Background: an optimization exercise with open tools, aiming at small area, a short achievable clock period and few clock cycles. Do not read the settings as production practice. In this exercise RTL edits were held to simulation tests only and were not proved equivalent to the original. Power and IR drop assume default switching activity.

run a:
==> flow/design.v (excerpt) <==
module miriscv_top (
  input  logic        clk_i,
  input  logic        arstn_i,
  input  logic [31:0] boot_addr_i,
  input  logic        instr_rvalid_i,
  input  logic [31:0] instr_rdata_i,
  output logic        instr_req_o,
  output logic [31:0] instr_addr_o,
  input  logic        data_rvalid_i,
  input  logic [31:0] data_rdata_i,
  output logic        data_req_o,
  output logic        data_we_o,
  output logic [3:0]  data_be_o,
  output logic [31:0] data_addr_o,
  output logic [31:0] data_wdata_o
);
Size: ~8,500 cells after synthesis, about 200 I/O pins, roughly 90,000 µm² of cells after synthesis.
==> flow/config.mk <==
export PLATFORM = sky130hd
export DESIGN_NAME = miriscv_top
export DESIGN_NICKNAME = miriscv_top
export VERILOG_FILES = /design/flow/design.v
export SDC_FILE = /design/flow/constraint.sdc
export NUM_CORES = 4
export LEC_CHECK = 0
export CAP_MARGIN = 20
export CORE_MARGIN = 2
export CORE_UTILIZATION = 55
export CTS_BUF_LIST = sky130_fd_sc_hd__clkbuf_8
export SLEW_MARGIN = 20
==> flow/constraint.sdc <==
create_clock -name core_clock -period 12.5 [get_ports {clk_i}]
set_input_delay 2.5000 -clock core_clock [delete_from_list [all_inputs] [get_ports {clk_i}]]
set_output_delay 2.5000 -clock core_clock [all_outputs]
set_load 0.01 [all_outputs]
standard.sh (not shown) runs the stock make flow with config.mk's settings and CLKGATE_MAP_FILE= SYNTH_SCRIPT=/design/flow/synth_recipe.tcl, a recipe that flattens the netlist after the stock synthesis.
==> flow/flow/run.sh <==
#!/bin/bash
# Standard ORFS layout, with repair_timing aiming for a larger setup slack
# than the flow's default, so that gates on the critical paths get sized up.
set -euo pipefail
bash standard.sh SETUP_SLACK_MARGIN=7.5 finish > standard_flow.log 2>&1
Run a: flow completed, timing, DRC and antenna clean
Testbench counts of run a, summed over its fixed seeds: cycles 129,705.
Changes in run b relative to run a:
Settings: SLEW_MARGIN: 20 -> 25; CAP_MARGIN: 20 -> 35.
Findings:
The lower register share of total power came out of run a.
Die area came out exactly the same in run b and run a.
Worst-case vdd ir drop on run b is behind run a.
The average wire length per cell after detail routing on run b is in line with that on run a.
Run b ends up with lower sequential share of cell area than run a does.
Between run a and run b, total of fill cells in the finished design decreased.

== wip/juniper ==
miriscv_top, a different RTL version from the one above (not shown whole).
Size: about 8,600 cells after synthesis, ~1,500 flip-flops.
Settings: LEC_CHECK=0, CAP_MARGIN=20, CORE_MARGIN=2, CORE_UTILIZATION=55, CTS_BUF_LIST=sky130_fd_sc_hd__clkbuf_8, SLEW_MARGIN=20; clock period 12.5 ns.
==> flow/flow/run.sh <==
#!/bin/bash
# Standard ORFS layout, with two changes in how it is made:
#  - repair_timing aims for a larger setup slack than the flow's default, so
#    that gates on the critical paths get sized up and buffered;
#  - the port buffers that the standard flow inserts are buf_2 cells.
set -euo pipefail
bash standard.sh SETUP_SLACK_MARGIN=8.1 "BUFFER_PORTS_ARGS=-buffer_cell sky130_fd_sc_hd__buf_2" finish > standard_flow.log 2>&1
wip/juniper finished every stage and its layout cleared the timing, DRC and antenna checks.
Testbench counts of wip/juniper, summed over its fixed seeds: cycles 129,705.
Input-level comparison between wip/xenon and wip/juniper:
# wip/juniper
export LEC_CHECK = 0
export CAP_MARGIN = 20
export CORE_MARGIN = 2
export CORE_UTILIZATION = 55
export CTS_BUF_LIST = sky130_fd_sc_hd__clkbuf_8
export SLEW_MARGIN = 20
create_clock -name core_clock -period 12.5 [get_ports {clk_i}]
# wip/xenon
export LEC_CHECK = 0
export CAP_MARGIN = 35
export CORE_MARGIN = 2
export CORE_UTILIZATION = 55
export CTS_BUF_LIST = sky130_fd_sc_hd__clkbuf_8
export SLEW_MARGIN = 25
create_clock -name core_clock -period 12.5 [get_ports {clk_i}]
Results
Number of non-clock buffers, wip/xenon and wip/juniper: higher on wip/xenon
Multi-input logic area of wip/xenon is on par with wip/juniper.
Wire length reported by the detailed router, wip/xenon and wip/juniper: smaller value in wip/xenon
Area added between synthesis and finish for wip/xenon is higher than for wip/juniper.
On floorplan die area, wip/juniper tracks wip/xenon almost exactly.
Taking wip/juniper as the reference, in wip/xenon total setup buffers inserted after CTS dropped about 10%, worst stage delay on the critical path dropped 0.08 ns, critical path depth climbed 1, area after synthesis barely changed.
Looking at beginning of the critical path, the instr_rdata_i[19] result is from wip/juniper; the instr_rdata_i[20] one comes from wip/xenon.
From wip/juniper to wip/xenon the numbers moved as follows: via count lower; count of placed standard cells including taps roughly the same.

[separate check: timing with driven ports]
How much do the figures lean on ideal ports? The routed layouts below were timed once more, with nothing changed but the port constraints. Step 1, drivers: a clkbuf_16 drives clk_i and a buf_2 each remaining input, both assumed. Step 2 adds t to the input delays and takes it off the output delays; t is the mean of the earliest and latest rising clock arrival at the registers after step 1. Input paths then give back, and output paths get back, about the clock's delay inside the block. Three values: no drivers, after step 1, after step 2; two values: the first two.
run	shift t [ns]	setup slack, ns	latest minus earliest clock arrival (ns)
run a	1.115	7.341 / 7.387 / 6.275	0.123 / 0.124
run b	1.093	7.293 / 7.358 / 6.265	0.108 / 0.108
wip/juniper	1.122	7.664 / 7.734 / 6.612	0.164 / 0.164
wip/xenon	1.136	7.796 / 7.872 / 6.736	0.155 / 0.155
After both steps every run listed still meets setup and hold. For run a, which loses most, drivers alone change the setup slack by +0.046 ns; drivers and shift together by -1.066 ns.
